This design comes from an exercise in tuning for small area, a short achievable clock period and few clock cycles per item on the open sky130 flow, not from production work. At most, simulation tests tie the RTL to the original design; equivalence was not proved. Power figures rest on the tool's default switching activity, not on a simulated workload.

==> run F: inputs <==
==> flow/design.v <==
module multiplier_1(
    input clk,
    input res_n,
    input start,
    output reg done,
    input [15:0] arg1,
    input [15:0] arg2,
    output reg [31:0] product
    );
    reg [1:0] cnt;             
    reg [15:0] S, C;               
    reg ci;                        
    reg [15:0] L;                  
    reg busy;                      
    reg [3:0] xr;                 
    wire [3:0] x = busy ? xr : arg2[3:0];
    wire [15:0] as = busy ? S : 16'd0;
    wire [15:0] ac = busy ? C : 16'd0;
    wire aci = busy & ci;
    wire [15:0] pp0 = x[0] ? arg1 : 16'd0;
    wire [15:0] pp1 = x[1] ? arg1 : 16'd0;
    wire [15:0] pp2 = x[2] ? arg1 : 16'd0;
    wire [15:0] pp3 = x[3] ? arg1 : 16'd0;
    wire s1;
    wire c2;
    wire s3;
    wire c4;
    wire s5;
    wire c6;
    wire s7;
    wire c8;
    wire s9;
    wire c10;
    wire s11;
    wire c12;
    wire s13;
    wire c14;
    wire s15;
    wire c16;
    wire s17;
    wire c18;
    wire s19;
    wire c20;
    wire s21;
    wire c22;
    wire s23;
    wire c24;
    wire s25;
    wire c26;
    wire s27;
    wire c28;
    wire s29;
    wire c30;
    wire s31;
    wire c32;
    wire s33;
    wire c34;
    wire s35;
    wire c36;
    wire s37;
    wire c38;
    wire s39;
    wire c40;
    wire s41;
    wire c42;
    wire s43;
    wire c44;
    wire s45;
    wire c46;
    wire s47;
    wire c48;
    wire s49;
    wire c50;
    wire s51;
    wire c52;
    wire s53;
    wire c54;
    wire s55;
    wire c56;
    wire s57;
    wire c58;
    wire s59;
    wire c60;
    wire s61;
    wire c62;
    wire s63;
    wire c64;
    wire s65;
    wire c66;
    wire s67;
    wire c68;
    wire s69;
    wire c70;
    wire s71;
    wire c72;
    wire s73;
    wire c74;
    wire s75;
    wire c76;
    wire s77;
    wire c78;
    wire s79;
    wire c80;
    wire s81;
    wire c82;
    wire s83;
    wire c84;
    wire s85;
    wire c86;
    wire s87;
    wire c88;
    wire s89;
    wire c90;
    wire s91;
    wire c92;
    wire s93;
    wire c94;
    wire s95;
    wire c96;
    wire s97;
    wire c98;
    wire s99;
    wire c100;
    wire s101;
    wire c102;
    wire s103;
    wire c104;
    wire s105;
    wire c106;
    wire s107;
    wire c108;
    wire s109;
    wire c110;
    wire s111;
    wire c112;
    wire s113;
    wire c114;
    wire s115;
    wire c116;
    wire s117;
    wire c118;
    wire s119;
    wire c120;
    wire s121;
    wire c122;
    wire s123;
    wire c124;
    wire s125;
    wire c126;
    wire s127;
    wire c128;
    wire s129;
    wire c130;
    assign {c2, s1} = as[2] + ac[2];
    assign {c4, s3} = as[3] + ac[3] + pp0[3];
    assign {c6, s5} = pp1[2] + pp2[1];
    assign {c8, s7} = as[4] + ac[4] + pp0[4];
    assign {c10, s9} = pp1[3] + pp2[2] + pp3[1];
    assign {c12, s11} = as[5] + ac[5] + pp0[5];
    assign {c14, s13} = pp1[4] + pp2[3] + pp3[2];
    assign {c16, s15} = as[6] + ac[6] + pp0[6];
    assign {c18, s17} = pp1[5] + pp2[4] + pp3[3];
    assign {c20, s19} = as[7] + ac[7] + pp0[7];
    assign {c22, s21} = pp1[6] + pp2[5] + pp3[4];
    assign {c24, s23} = as[8] + ac[8] + pp0[8];
    assign {c26, s25} = pp1[7] + pp2[6] + pp3[5];
    assign {c28, s27} = as[9] + ac[9] + pp0[9];
    assign {c30, s29} = pp1[8] + pp2[7] + pp3[6];
    assign {c32, s31} = as[10] + ac[10] + pp0[10];
    assign {c34, s33} = pp1[9] + pp2[8] + pp3[7];
    assign {c36, s35} = as[11] + ac[11] + pp0[11];
    assign {c38, s37} = pp1[10] + pp2[9] + pp3[8];
    assign {c40, s39} = as[12] + ac[12] + pp0[12];
    assign {c42, s41} = pp1[11] + pp2[10] + pp3[9];
    assign {c44, s43} = as[13] + ac[13] + pp0[13];
    assign {c46, s45} = pp1[12] + pp2[11] + pp3[10];
    assign {c48, s47} = as[14] + ac[14] + pp0[14];
    assign {c50, s49} = pp1[13] + pp2[12] + pp3[11];
    assign {c52, s51} = as[15] + ac[15] + pp0[15];
    assign {c54, s53} = pp1[14] + pp2[13] + pp3[12];
    assign {c56, s55} = pp1[15] + pp2[14];
    assign {c58, s57} = as[0] + ac[0];
    assign {c60, s59} = as[1] + ac[1] + pp0[1];
    assign {c62, s61} = s1 + pp0[2] + pp1[1];
    assign {c64, s63} = s3 + s5 + pp3[0];
    assign {c66, s65} = s7 + s9 + c4;
    assign {c68, s67} = s11 + s13 + c8;
    assign {c70, s69} = s15 + s17 + c12;
    assign {c72, s71} = s19 + s21 + c16;
    assign {c74, s73} = s23 + s25 + c20;
    assign {c76, s75} = s27 + s29 + c24;
    assign {c78, s77} = s31 + s33 + c28;
    assign {c80, s79} = s35 + s37 + c32;
    assign {c82, s81} = s39 + s41 + c36;
    assign {c84, s83} = s43 + s45 + c40;
    assign {c86, s85} = s47 + s49 + c44;
    assign {c88, s87} = s51 + s53 + c48;
    assign {c90, s89} = s55 + pp3[13] + c52;
    assign {c92, s91} = pp2[15] + pp3[14];
    assign {c94, s93} = s57 + aci;
    assign {c96, s95} = s59 + pp1[0] + c58;
    assign {c98, s97} = s61 + pp2[0] + c60;
    assign {c100, s99} = s63 + c2 + c62;
    assign {c102, s101} = s65 + c6 + c64;
    assign {c104, s103} = s67 + c10 + c66;
    assign {c106, s105} = s69 + c14 + c68;
    assign {c108, s107} = s71 + c18 + c70;
    assign {c110, s109} = s73 + c22 + c72;
    assign {c112, s111} = s75 + c26 + c74;
    assign {c114, s113} = s77 + c30 + c76;
    assign {c116, s115} = s79 + c34 + c78;
    assign {c118, s117} = s81 + c38 + c80;
    assign {c120, s119} = s83 + c42 + c82;
    assign {c122, s121} = s85 + c46 + c84;
    assign {c124, s123} = s87 + c50 + c86;
    assign {c126, s125} = s89 + c54 + c88;
    assign {c128, s127} = s91 + c56 + c90;
    assign {c130, s129} = pp3[15] + c92;
    wire [19:0] ra = {c130, s129, s127, s125, s123, s121, s119, s117, s115, s113, s111, s109, s107, s105, s103, s101, s99, s97, s95, s93};
    wire [19:0] rb = {1'b0, c128, c126, c124, c122, c120, c118, c116, c114, c112, c110, c108, c106, c104, c102, c100, c98, c96, c94, pp0[0]};
    wire [4:0] lo = ra[3:0] + rb[3:0];
    always @(*) product = {S + C + {15'd0, ci}, L};
    always @(posedge clk) begin
        if (!res_n) begin
            done <= 1'b0;
            cnt <= 0;
            busy <= 1'b0;
        end else if (!done && (busy || start)) begin
            cnt <= (cnt == 3) ? 0 : cnt + 1'b1;
            busy <= (cnt != 3);
            if (cnt == 3) done <= 1'b1;
        end
        if (!done) begin
            S <= ra[19:4];
            C <= rb[19:4];
            ci <= lo[4];
            L <= {lo[3:0], L[15:4]};
            case (cnt)
                0: xr <= arg2[7:4];
                1: xr <= arg2[11:8];
                default: xr <= arg2[15:12];
            endcase
        end
    end
endmodule
==> flow/flow/run.sh <==
#!/bin/bash
# The standard layout, with every port buffered by the smallest buffer
# (sky130_fd_sc_hd__buf_1) and a leaner clock tree.
set -euo pipefail
bash standard.sh BUFFER_PORTS_ARGS="-buffer_cell sky130_fd_sc_hd__buf_1" CTS_ARGS="-sink_clustering_enable -repair_clock_nets -dont_use_dummy_load -buf_list sky130_fd_sc_hd__clkbuf_8" > standard.log 2>&1
==> flow/standard.sh <==
#!/bin/bash
# synth_recipe.tcl (not shown) runs the flow's synth.tcl, then flattens the netlist and writes it again
# the make line also repeats each setting of config.mk as NAME=value (left out here)
make -C /OpenROAD-flow-scripts/flow DESIGN_CONFIG=/design/flow/config.mk WORK_HOME=/design/flow/orfs CLKGATE_MAP_FILE= SYNTH_SCRIPT=/design/flow/synth_recipe.tcl "${@:-finish}"
==> flow/config.mk <==
export PLATFORM = sky130hd
export DESIGN_NAME = multiplier_1
export DESIGN_NICKNAME = multiplier_1
export VERILOG_FILES = /design/flow/design.v
export SDC_FILE = /design/flow/constraint.sdc
export NUM_CORES = 4
export LEC_CHECK = 0
export CAP_MARGIN = 20
export CORE_MARGIN = 2
export CORE_UTILIZATION = 40
export PLACE_DENSITY = 0.6
export SETUP_SLACK_MARGIN = 1.6
export SLEW_MARGIN = 20
==> flow/constraint.sdc <==
create_clock -name core_clock -period 5.0 [get_ports {clk}]
set_input_delay 1.0000 -clock core_clock [delete_from_list [all_inputs] [get_ports {clk}]]
set_output_delay 1.0000 -clock core_clock [all_outputs]
set_load 0.01 [all_outputs]
==> inputs of run A, as changes to run F <==
--- a/flow/design.v
+++ b/flow/design.v
@@ -12,5 +12,5 @@
     reg ci;                        
     reg [15:0] L;                  
-    reg busy;                      
+    wire busy = (cnt != 0);
     reg [3:0] xr;                 
     wire [3:0] x = busy ? xr : arg2[3:0];
@@ -225,8 +225,6 @@
             done <= 1'b0;
             cnt <= 0;
-            busy <= 1'b0;
         end else if (!done && (busy || start)) begin
             cnt <= (cnt == 3) ? 0 : cnt + 1'b1;
-            busy <= (cnt != 3);
             if (cnt == 3) done <= 1'b1;
         end
==> inputs of run D, as changes to run F <==
--- a/flow/design.v
+++ b/flow/design.v
@@ -12,7 +12,6 @@
     reg ci;                        
     reg [15:0] L;                  
-    reg busy;                      
-    reg [3:0] xr;                 
-    wire [3:0] x = busy ? xr : arg2[3:0];
+    wire busy = (cnt != 0);
+    wire [3:0] x = arg2[cnt*4 +: 4];
     wire [15:0] as = busy ? S : 16'd0;
     wire [15:0] ac = busy ? C : 16'd0;
@@ -225,8 +224,6 @@
             done <= 1'b0;
             cnt <= 0;
-            busy <= 1'b0;
         end else if (!done && (busy || start)) begin
             cnt <= (cnt == 3) ? 0 : cnt + 1'b1;
-            busy <= (cnt != 3);
             if (cnt == 3) done <= 1'b1;
         end
@@ -236,9 +233,4 @@
             ci <= lo[4];
             L <= {lo[3:0], L[15:4]};
-            case (cnt)
-                0: xr <= arg2[7:4];
-                1: xr <= arg2[11:8];
-                default: xr <= arg2[15:12];
-            endcase
         end
     end
==> flow/run.sh (new file) <==
#!/bin/bash
# synth_recipe.tcl (not shown) runs the flow's synth.tcl, then flattens the netlist and writes it again
# the make line also repeats each setting of config.mk as NAME=value (left out here)
make -C /OpenROAD-flow-scripts/flow DESIGN_CONFIG=/design/flow/config.mk WORK_HOME=/design/flow/orfs CLKGATE_MAP_FILE= SYNTH_SCRIPT=/design/flow/synth_recipe.tcl finish
--- a/flow/config.mk
+++ b/flow/config.mk
@@ -10,4 +10,3 @@
 export CORE_UTILIZATION = 40
 export PLACE_DENSITY = 0.6
-export SETUP_SLACK_MARGIN = 1.6
 export SLEW_MARGIN = 20
removed: flow/flow/run.sh
removed: flow/standard.sh
==> comparison table <==
metric	run F	run A	run D
Outcome	finished clean	finished clean	finished clean
Number of resized instances in the post-cts repair step	10	22	0
Number of nets at the end of the flow	618	606	586
Leakage	2.40 nW	2.44 nW	2.37 nW
Worst reg2reg path startpoint	busy	cnt[0]	cnt[0]
Mux contribution to synthesized area	1.59%	1.20%	2.02%
Number of fill cells	1074	1084	998
Power Dens Cells	563 mW/mm^2	692 mW/mm^2	663 mW/mm^2
RSZ-0062 raised after global routing	yes	yes	no
Standard cell with the maximum stage delay on the critical path	or4b_1	edfxtp_1	clkdlybuf4s50_1
Net count after synthesis	545	525	520
Switching Share	44.3%	43.5%	42.0%
Well Taps	143	143	140
Synth Area in Simple Gates	15.4%	14.6%	14.8%
Part of the total power dissipated in the clock network	7.6%	6.3%	7.3%
Detailed-route wire length	9520 um	9380 um	9100 um
#FFs+latches synth	56	55	51
Origin of the worst setup path	C[0]	ci	C[0]
Post-place instance area	0.00516 sq mm	0.00501 sq mm	0.00528 sq mm
Endpoint of the lowest-slack register-to-register path	ci	L[15]	ci
Worst-case hold path end point	L[11]	L[0]	L[3]
Power Sequential	0.908 mW	0.978 mW	0.893 mW
Longest individual stage delay on the worst path	0.47 ns	0.40 ns	0.56 ns
Combined area of the multi-input logic cells	0.00297 sq mm	0.00287 sq mm	0.00272 sq mm
Final Util	47.1%	47.0%	49.4%
Non-filler instance count after layout	635	623	604
Testbench counts of run D, summed over its fixed seeds: cycles 952, items 192.
The RTL of run F and run A was laid out without a check of its function.

static timing again, ports no longer ideal:
No port has a modelled driver above. Below, the same layouts with a new extraction and two added sets of constraints.
Step 1 assumes that a clkbuf_16 drives the clock port and a buf_2 every other input.
Step 2 also shifts input and output timing later by t, the mid clock arrival at the registers, as if the neighbouring blocks saw the same clock.
Three values: no drivers, after step 1, after step 2; two values: the first two.
| run | t (ns) | slack for setup (ns) | worst hold slack (ns) |
|---|---|---|---|
| run F | 0.333 | 1.402 / 1.372 / 1.388 | 0.456 / 0.456 / 0.456 |
| run A | 0.336 | 1.442 / 1.407 / 1.320 | 0.460 / 0.460 / 0.460 |
| run D | 0.343 | 0.796 / 0.764 / 0.600 | 0.455 / 0.455 / 0.455 |
After both steps setup and hold are still met in every run listed. The setup slack of run D, which loses most, moves by -0.032 ns with the drivers and by -0.196 ns with both steps.
